From an optimization exercise on the open Yosys and OpenROAD flow, aimed at small area, a short achievable clock period and few clock cycles per item; shortcuts taken in it are not production practice.
At most, simulation tests tie the RTL to the original design; equivalence was not proved.
No driver is modelled on the clock port, so clock power and skew are understated where the tree is cut down; a real chip needs a root buffer or a tree.
No activity file was given, so power comes from the tool's default toggle rates.

==> exp/cedar: inputs <==
Design cpu, start of the top module:
module cpu (
    input clk,
    input rst,
    input [15:0] sw,
    output [7:0] led
);
==> module cpu, before the edit <==
module cpu (
    input clk,
    input rst,
    input [15:0] sw,
    output [7:0] led
);
    reg [7:0] n;
    wire [6:0] k = n[7:1];
    wire [6:0] m_next = n[0] ? (k + {k[5:0], 1'b0} + 7'd2) : k;
    reg [6:0] m;
    reg inc1, inc2;
    reg [5:0] L;
    reg [5:0] res;
    wire [5:0] L_next;
    collatz_lut7 u_lut (.m(m), .L(L_next));
    always @(posedge clk) begin
        n <= sw[7:0];
        m <= m_next;
        inc1 <= n[0] & (n != 8'd85) & (n != 8'd227);
        L <= L_next;
        inc2 <= inc1;
        if (rst)
            res <= 6'd0;
        else if (res == 6'd0)
            res <= L + {5'd0, inc2};
    end
    assign led = {2'b00, res};
endmodule
export LEC_CHECK = 0
export CAP_MARGIN = 20
export CORE_MARGIN = 2
export CORE_UTILIZATION = 40
export CTS_BUF_LIST = sky130_fd_sc_hd__clkbuf_16
export CTS_CLUSTER_DIAMETER = 200
export CTS_CLUSTER_SIZE = 32
export SLEW_MARGIN = 20
create_clock -name core_clock -period 8.0 [get_ports {clk}]
standard.sh (not shown) runs the stock make flow with config.mk's settings and CLKGATE_MAP_FILE= SYNTH_SCRIPT=/design/flow/synth_recipe.tcl, a recipe that flattens the netlist after the stock synthesis.
==> flow/flow/run.sh <==
#!/bin/bash
# The standard layout (standard.sh), with these changes:
# - synthesis: ABC maps the logic with this flow's abc.script instead of the
#   ORFS script, and Yosys's adder extraction is skipped so ABC sees all the
#   logic. Registers, flattening and renaming are those of the standard
#   synthesis (synth_recipe.tcl with abc_override.tcl inserted).
# - flow/env.sh may set further ORFS variables (timing-repair target, port
#   buffer cell).
set -euo pipefail
here=$(pwd)
{ head -n 1 synth_recipe.tcl; cat flow/abc_override.tcl; tail -n +2 synth_recipe.tcl; } > my_synth.tcl
export MY_ABC_SCRIPT=$here/flow/abc.script
if [[ -f flow/abc_fast.script ]]; then export MY_ABC_FAST=$here/flow/abc_fast.script; fi
if [[ -f flow/env.sh ]]; then source flow/env.sh; fi
sed -e "s#SYNTH_SCRIPT=[^ ]*#SYNTH_SCRIPT=$here/my_synth.tcl ADDER_MAP_FILE=#" standard.sh > my_standard.sh
bash my_standard.sh > flow.log 2>&1
==> flow/flow/abc.script <==
strash
dch
map
topo
==> flow/flow/abc_override.tcl <==
# Run ABC with this flow's own script in place of the ORFS one (the rest of
# the standard synthesis is unchanged).
proc abc {args} {
  set i [lsearch -exact $args -script]
  if {$i >= 0} { set args [lreplace $args $i [expr {$i + 1}] -script $::env(MY_ABC_SCRIPT)] }
  yosys abc {*}$args
}
==> flow/flow/env.sh <==
export SETUP_SLACK_MARGIN=5.65
export BUFFER_PORTS_ARGS="-buffer_cell sky130_fd_sc_hd__buf_1"
==> exp/quartz: changes against exp/cedar <==
--- a/flow/design.v
+++ b/flow/design.v
@@ -5,5 +5,5 @@
     output [7:0] led
 );
-    reg [7:0] n;
+    wire [7:0] n = sw[7:0];
     wire [6:0] k = n[7:1];
     wire [6:0] m_next = n[0] ? (k + {k[5:0], 1'b0} + 7'd2) : k;
@@ -15,5 +15,4 @@
     collatz_lut7 u_lut (.m(m), .L(L_next));
     always @(posedge clk) begin
-        n <= sw[7:0];
         m <= m_next;
         inc1 <= n[0] & (n != 8'd85) & (n != 8'd227);
==> flow/flow/run.sh (replaced) <==
#!/bin/bash
# The standard layout (standard.sh), with one change to synthesis: ABC maps
# the logic with this flow's abc.script (area mapping) instead of the ORFS
# script, and Yosys's adder extraction is skipped so ABC sees all the logic.
# Registers, flattening and renaming are those of the standard synthesis.
set -euo pipefail
here=$(pwd)
{ head -n 1 synth_recipe.tcl; cat flow/abc_override.tcl; tail -n +2 synth_recipe.tcl; } > my_synth.tcl
extra="ADDER_MAP_FILE= MY_ABC_SCRIPT=$here/flow/abc.script MY_ABC_FAST=$here/flow/abc_fast.script"
if [[ -f flow/make_args ]]; then extra="$extra $(cat flow/make_args)"; fi
sed -e "s#SYNTH_SCRIPT=[^ ]*#SYNTH_SCRIPT=$here/my_synth.tcl $extra#" standard.sh > my_standard.sh
bash my_standard.sh > flow.log 2>&1
==> flow/flow/abc_fast.script (new file) <==
strash
dch
map -D 100
topo
==> flow/flow/abc_override.tcl (replaced) <==
# Run ABC with this flow's own scripts in place of the ORFS one (the rest of
# the standard synthesis is unchanged).  The logic fed by the input ports
# (up to the first flip-flops) is mapped first, for delay, with abc_fast.script,
# since the inputs arrive late in the cycle; the rest with abc.script.
proc abc {args} {
  set i [lsearch -exact $args -script]
  if {$i >= 0} { set args [lreplace $args $i [expr {$i + 1}]] }
  set i [lsearch -exact $args -D]
  if {$i >= 0} { set args [lreplace $args $i [expr {$i + 1}]] }
  yosys select -set my_incone i:* %co*:-sky130_fd_sc_hd__dfxtp_1
  yosys abc {*}$args -script $::env(MY_ABC_FAST) @my_incone
  yosys abc {*}$args -script $::env(MY_ABC_SCRIPT)
}
==> flow/flow/make_args (new file) <==
SETUP_SLACK_MARGIN=5.65
--- a/flow/config.mk
+++ b/flow/config.mk
@@ -9,6 +9,3 @@
 export CORE_MARGIN = 2
 export CORE_UTILIZATION = 40
-export CTS_BUF_LIST = sky130_fd_sc_hd__clkbuf_16
-export CTS_CLUSTER_DIAMETER = 200
-export CTS_CLUSTER_SIZE = 32
 export SLEW_MARGIN = 20
removed: flow/flow/env.sh
==> exp/nickel: changes against exp/cedar <==
--- a/flow/design.v
+++ b/flow/design.v
@@ -5,5 +5,5 @@
     output [7:0] led
 );
-    reg [7:0] n;
+    wire [7:0] n = sw[7:0];
     wire [6:0] k = n[7:1];
     wire [6:0] m_next = n[0] ? (k + {k[5:0], 1'b0} + 7'd2) : k;
@@ -15,5 +15,4 @@
     collatz_lut7 u_lut (.m(m), .L(L_next));
     always @(posedge clk) begin
-        n <= sw[7:0];
         m <= m_next;
         inc1 <= n[0] & (n != 8'd85) & (n != 8'd227);
==> flow/flow/run.sh (replaced) <==
#!/bin/bash
# The standard layout (standard.sh), with one change to synthesis: ABC maps
# the logic with this flow's abc.script (area mapping) instead of the ORFS
# script, and Yosys's adder extraction is skipped so ABC sees all the logic.
# Registers, flattening and renaming are those of the standard synthesis.
set -euo pipefail
here=$(pwd)
{ head -n 1 synth_recipe.tcl; cat flow/abc_override.tcl; tail -n +2 synth_recipe.tcl; } > my_synth.tcl
extra="ADDER_MAP_FILE= MY_ABC_SCRIPT=$here/flow/abc.script"
if [[ -f flow/make_args ]]; then extra="$extra $(cat flow/make_args)"; fi
sed -e "s#SYNTH_SCRIPT=[^ ]*#SYNTH_SCRIPT=$here/my_synth.tcl $extra#" standard.sh > my_standard.sh
bash my_standard.sh > flow.log 2>&1
==> flow/flow/make_args (new file) <==
SETUP_SLACK_MARGIN=5.6
--- a/flow/config.mk
+++ b/flow/config.mk
@@ -9,6 +9,3 @@
 export CORE_MARGIN = 2
 export CORE_UTILIZATION = 40
-export CTS_BUF_LIST = sky130_fd_sc_hd__clkbuf_16
-export CTS_CLUSTER_DIAMETER = 200
-export CTS_CLUSTER_SIZE = 32
 export SLEW_MARGIN = 20
removed: flow/flow/env.sh
==> exp/indigo: changes against exp/cedar <==
==> flow/flow/env.sh (replaced) <==
export SETUP_SLACK_MARGIN=5.8
export BUFFER_PORTS_ARGS="-buffer_cell sky130_fd_sc_hd__buf_1"
export PRE_CTS_TCL=$here/flow/one_buf.tcl
==> flow/flow/one_buf.tcl (new file) <==
# Clock tree of one buffer: the clock port drives a single clkbuf_16 placed at
# the centre of the registers, which drives every register's clock pin.
# Replaces clock_tree_synthesis for this small design (cts.tcl's repair and
# legalisation still run after it).
proc clock_tree_synthesis {args} {
  set block [ord::get_db_block]
  set clk_port [lindex [get_ports clk] 0]
  set net [$block findNet clk]
  set xs 0; set ys 0; set n 0
  foreach it [$net getITerms] {
    set inst [$it getInst]
    set box [$inst getBBox]
    set xs [expr {$xs + ([$box xMin] + [$box xMax]) / 2}]
    set ys [expr {$ys + ([$box yMin] + [$box yMax]) / 2}]
    incr n
  }
  set dbu [$block getDbUnitsPerMicron]
  set x [expr {double($xs) / $n / $dbu}]
  set y [expr {double($ys) / $n / $dbu}]
  puts "one_buf: $n clock sinks, buffer at $x $y"
  insert_buffer -buffer_cell sky130_fd_sc_hd__clkbuf_16 -net clk -location [list $x $y] -buffer_name clkbuf_root -net_name clknet_root
  set_propagated_clock [all_clocks]
}
--- a/flow/config.mk
+++ b/flow/config.mk
@@ -9,6 +9,3 @@
 export CORE_MARGIN = 2
 export CORE_UTILIZATION = 40
-export CTS_BUF_LIST = sky130_fd_sc_hd__clkbuf_16
-export CTS_CLUSTER_DIAMETER = 200
-export CTS_CLUSTER_SIZE = 32
 export SLEW_MARGIN = 20
==> summary.txt <==
Status: exp/cedar finished clean; exp/quartz finished clean; exp/nickel finished clean; exp/indigo finished clean
Static Leak: exp/cedar 0.830 nW; exp/quartz 0.835 nW; exp/nickel 0.898 nW; exp/indigo 0.841 nW
End point of the critical path: exp/cedar led[5]; exp/quartz m[6]$_DFF_P_; exp/nickel m[5]$_DFF_P_; exp/indigo led[2]
Startpoint of the worst-slack reg-to-reg timing path: exp/cedar m[1]$_DFF_P_; exp/quartz m[3]$_DFF_P_; exp/nickel m[6]$_DFF_P_; exp/indigo m[3]$_DFF_P_
Register bit total from synthesis: exp/cedar 29; exp/quartz 21; exp/nickel 21; exp/indigo 29
Slowest cell on crit path: exp/cedar sky130_fd_sc_hd__dfxtp_2; exp/quartz sky130_fd_sc_hd__or2b_4; exp/nickel sky130_fd_sc_hd__or2_4; exp/indigo sky130_fd_sc_hd__dfxtp_2
Number of global-route vias before repair: exp/cedar 1782; exp/quartz 1667; exp/nickel 1688; exp/indigo 1746
Detailed-route wire length on metal 1: exp/cedar 1980 µm; exp/quartz 2030 µm; exp/nickel 1980 µm; exp/indigo 1890 µm
First-pass GRT wire length: exp/cedar 7760 µm; exp/quartz 7510 µm; exp/nickel 7880 µm; exp/indigo 7650 µm
Reg2reg path depth: exp/cedar 8; exp/quartz 9; exp/nickel 8; exp/indigo 9
Combinational power: exp/cedar 0.190 mW; exp/quartz 0.228 mW; exp/nickel 0.195 mW; exp/indigo 0.232 mW
Clk_skew: exp/cedar 2.82 ps; exp/quartz 7.46 ps; exp/nickel 5.70 ps; exp/indigo 3.40 ps
Total number of vias: exp/cedar 1953; exp/quartz 2004; exp/nickel 1959; exp/indigo 1959
Fraction of area in registers: exp/cedar 28.5%; exp/quartz 20.9%; exp/nickel 20.1%; exp/indigo 28.4%
Global-route met3 utilization: exp/cedar 4.13%; exp/quartz 4.71%; exp/nickel 5.67%; exp/indigo 0.855%
Worst-path fanout max: exp/cedar 3; exp/quartz 4; exp/nickel 4; exp/indigo 2
Peak ir drop on the vdd network: exp/cedar 0.000135 V; exp/quartz 0.0000846 V; exp/nickel 0.0000966 V; exp/indigo 0.000108 V
Root buf cell: exp/cedar sky130_fd_sc_hd__clkbuf_16; exp/quartz sky130_fd_sc_hd__clkbuf_8; exp/nickel sky130_fd_sc_hd__clkbuf_8; exp/indigo -
TritonCTS buffer count: exp/cedar 5; exp/quartz 3; exp/nickel 3; exp/indigo -
Highest Clock Rate: exp/cedar 430 MHz; exp/quartz 427 MHz; exp/nickel 382 MHz; exp/indigo 451 MHz
Filler instances: exp/cedar 454; exp/quartz 429; exp/nickel 375; exp/indigo 438
Worst Setup Path Type: exp/cedar reg -> out; exp/quartz in -> reg; exp/nickel in -> reg; exp/indigo reg -> out
CORE AREA: exp/cedar 4290 µm²; exp/quartz 4000 µm²; exp/nickel 3940 µm²; exp/indigo 4290 µm²
Testbench counts of exp/cedar, summed over its fixed seeds: cycles 10,080, jobs 2,016.
Testbench counts of exp/indigo, summed over its fixed seeds: cycles 10,080, jobs 2,016.
No functional check of the RTL was part of exp/quartz and exp/nickel. The clock cells of exp/indigo come from the design's own scripts or RTL, not from TritonCTS.

## static timing again, ports no longer ideal
In the flow no input, the clock included, has a driving cell. The finished layouts below were timed again as built, in two steps.
Step 1 sets driving cells, clkbuf_16 on the clock port and buf_2 on the other inputs (assumed; they add their load-dependent delay and slew).
Step 2 times the ports against the registers' clock, not the clock port: input delays grow and output delays shrink by t, the midpoint of the rising clock arrivals with the driver on.
Slacks: ideal / step 1 / step 2; pairs: ideal / step 1.
| run | t, ns | setup WS [ns] | hold slack, ns |
|---|---|---|---|
| exp/cedar | 0.296 | 5.677 / 5.648 / 5.782 | 0.327 / 0.327 / 0.327 |
| exp/quartz | 0.280 | 5.658 / 5.634 / 5.354 | 0.331 / 0.331 / 0.331 |
| exp/nickel | 0.281 | 5.381 / 5.340 / 5.059 | 0.328 / 0.328 / 0.328 |
| exp/indigo | 0.189 | 5.782 / 5.755 / 5.919 | 0.341 / 0.341 / 0.341 |
After both steps setup and hold are still met in every run listed. For exp/nickel, which loses most, drivers alone change the setup slack by -0.041 ns; drivers and shift together by -0.322 ns.
